This design comes from an exercise in tuning for small area, a short achievable clock period and few clock cycles on the open sky130 flow, not from production work. Power figures rest on the tool's default switching activity, not on a simulated workload.

==> flow/design.v <==
module add10 (input wire [9:0] a, b, output wire [9:0] s);
assign s = a + b;
endmodule
module risc_processor (
    input wire clk,reset,
    output wire [9:0] imem_addr,
    input wire [31:0] imem_data,
    output wire [9:0] dmem_addr,
    output wire [31:0] dmem_wdata,
    output wire dmem_we,
    input wire [31:0] dmem_rdata,
    output wire halted
);
reg  [9:0]  pc;
reg         halt_r;
reg  [31:0] xa;               
reg  [31:0] xb;               
reg  [9:0]  xaddr;            
reg  [3:0]  xrd;              
reg         xwen;             
reg         xld, xst;         
reg         xcbr;             
reg  [1:0]  xbop;             
reg         xpred;            
reg  [9:0]  xalt;             
reg         xsub, xadd, xand, xxor, xor_, xnot, xshl, xsra, xsrl, xpass;
reg  [31:0] rf [1:15];
assign imem_addr = pc;
assign halted    = halt_r;
wire [31:0] sum = xa + xb;
wire [31:0] xoth = ({32{xld}}  & dmem_rdata)
                 | ({32{xand}} & (xa & xb))
                 | ({32{xxor}} & (xa ^ xb))
                 | ({32{xor_}} & (xa | xb))
                 | ({32{xnot}} & ~xa)
                 | ({32{xshl}} & {xa[30:0], 1'b0})
                 | ({32{xsra}} & {xa[31], xa[31:1]})
                 | ({32{xsrl}} & {1'b0, xa[31:1]})
                 | ({32{xpass}} & xa);
wire [31:0] xres = ({32{xadd}} & sum) | ({32{xsub}} & ~sum) | xoth;
assign dmem_addr  = xaddr;
assign dmem_wdata = xb;
assign dmem_we    = xst;
wire azero = (xa == 32'd0);
wire taken = (xbop == 2'b01) ? xa[31] :
             (xbop == 2'b10) ? (~xa[31] & ~azero) : azero;
wire mispredict = xcbr & (taken != xpred);
always @(posedge clk)
    if (xwen) rf[xrd] <= xres;
wire [31:0] ins = imem_data;
wire [5:0]  op  = ins[31:26];
wire [3:0]  rs  = ins[24:21];
wire [3:0]  rt  = ins[19:16];
wire [3:0]  rd  = ins[14:11];
wire is_halt = (op[5:2] == 4'b1111);
wire is_r    = (op[5:4] == 2'b00);
wire is_i    = (op[5:4] == 2'b01);
wire is_mem  = (op[5:4] == 2'b10);
wire is_br   = (op[5:2] == 4'b1100);
wire is_ld   = is_mem & ~op[1];
wire is_st   = is_mem & op[1];
wire is_bru  = is_br & (op[1:0] == 2'b00);
wire [3:0] dst = is_r ? rd : rt;
wire wr      = (is_r | is_i | is_ld) & (dst != 4'd0);
reg [3:0] fn;
always @(*) begin
    if (is_r)
        fn = ins[3:0] - 4'd1;
    else if (is_i & (op[3:0] != 4'd10))
        fn = op[3:0];
    else
        fn = 4'd0;
end
wire fwa = xwen & (xrd == rs);
wire fwb = xwen & (xrd == rt);
wire [31:0] ra = (rs == 4'd0) ? 32'd0 : rf[rs];
wire [31:0] rb = (rt == 4'd0) ? 32'd0 : rf[rt];
wire sub = (fn == 4'd1);
wire [31:0] imm = {{16{ins[15]}}, ins[15:0]};
wire fa_p = fwa & ((xadd & ~sub) | (xsub & sub));
wire fa_n = fwa & ((xsub & ~sub) | (xadd & sub));
wire fa_o = fwa & ~xadd & ~xsub;
wire [31:0] xa_d = ({32{fa_p}} & sum) | ({32{fa_n}} & ~sum)
                 | ({32{fa_o}} & (xoth ^ {32{sub}}))
                 | ({32{~fwa}} & (ra ^ {32{sub}}));
wire fb   = fwb & ~is_i;
wire [31:0] xb_d = ({32{fb & xadd}} & sum) | ({32{fb & xsub}} & ~sum)
                 | ({32{fb}} & xoth)
                 | ({32{~fwb & ~is_i}} & rb)
                 | ({32{is_i}} & imm);
wire b0  = is_i ? ins[0] : (fwb ? xres[0] : rb[0]);
wire addr_stall = is_mem & fwa;
wire [9:0] addr;
add10 addr_add (.a(ra[9:0]), .b(ins[9:0]), .s(addr));
wire [9:0] pc1    = pc + 10'd1;
wire [10:0] tgt1  = {pc, 1'b1} + {ins[9:0], 1'b1};  
wire [9:0] target = tgt1[10:1];
wire pred         = is_br & (is_bru | ins[15]);
wire issue = ~mispredict & ~halt_r & ~addr_stall;
always @(posedge clk) begin
    xa    <= xa_d;
    xb    <= xb_d;
    xaddr <= addr;
    xrd   <= dst;
    xbop  <= op[1:0];
    xpred <= pred;
    xalt  <= pred ? pc1 : target;
    xsub  <= sub;
    xadd  <= (fn == 4'd0) & ~is_ld;
    xand  <= (fn == 4'd2);
    xxor  <= (fn == 4'd3);
    xor_  <= (fn == 4'd4);
    xnot  <= (fn == 4'd5);
    xshl  <= ((fn == 4'd6) | (fn == 4'd7)) & b0;
    xsra  <= (fn == 4'd8) & b0;
    xsrl  <= (fn == 4'd9) & b0;
    xpass <= (fn >= 4'd6) & (fn <= 4'd9) & ~b0;
    if (reset) begin
        pc     <= 10'd0;
        halt_r <= 1'b0;
        xwen   <= 1'b0;
        xld    <= 1'b0;
        xst    <= 1'b0;
        xcbr   <= 1'b0;
    end else begin
        xwen <= issue & wr;
        xld  <= issue & is_ld;
        xst  <= issue & is_st;
        xcbr <= issue & is_br & ~is_bru;
        if (issue & is_halt)
            halt_r <= 1'b1;
        if (mispredict)
            pc <= xalt;
        else if (issue)
            pc <= pred ? target : pc1;
    end
end
endmodule
make LEC_CHECK=0 CAP_MARGIN=20 CORE_MARGIN=2 CORE_UTILIZATION=40 CTS_BUF_LIST=sky130_fd_sc_hd__clkbuf_8 PLACE_DENSITY=0.6 SETUP_SLACK_MARGIN=3.2 SLEW_MARGIN=20 SYNTH_HIERARCHICAL=1 SYNTH_MINIMUM_KEEP_SIZE=0 TNS_END_PERCENT=5 finish   # period 6.0 ns
run.sh (not shown) runs the stock make flow with config.mk's settings and CLKGATE_MAP_FILE= SYNTH_SCRIPT=/design/flow/synth_recipe.tcl, a recipe that flattens the netlist after the stock synthesis.
The baseline produced a clean layout.
Next try:
--- a/flow/config.mk
+++ b/flow/config.mk
@@ -12,3 +12,3 @@
 export PLACE_DENSITY = 0.6
-export SETUP_SLACK_MARGIN = 3.2
+export SETUP_SLACK_MARGIN = 2.6
 export SLEW_MARGIN = 20
=> Via count falls by 2.1%. First-iteration DRC count goes down by about 12%. Sequential power hardly moves. Critical path depth increases by 2. Final cell count goes down by 1.0%. Power went down by about 3.6%. Cell area went down by about 3.7%. Wire length falls by about 5%. Non-clock buffer count decreases by 41.
No functional check of the RTL was part of any run of this note.

==> what the ideal ports hide <==
The flow's constraints put no driver on any port. The routed layouts listed below were extracted and timed again, unchanged, in two steps. Step 1: set_driving_cell puts a clkbuf_16 on clk and a buf_2 on each other input, an assumption about the parent block. Step 2 adds t to the input delays and takes it off the output delays; t is the mean of the earliest and latest rising clock arrival at the registers after step 1. Input paths then give back, and output paths get back, about the clock's delay inside the block. a / b / c = no drivers / after step 1 / after step 2; a / b = the first two.
| run | t, ns | slack for setup (ns) | pins driven straight from the clock port |
|---|---|---|---|
| the first run | 0.781 | 2.882 / 2.729 / 1.948 | 1 |
| the second run | 0.756 | 2.535 / 2.517 / 1.762 | 1 |
After both steps setup and hold are still met in every run listed. For the first run, which loses most, drivers alone change the setup slack by -0.153 ns; drivers and shift together by -0.934 ns.
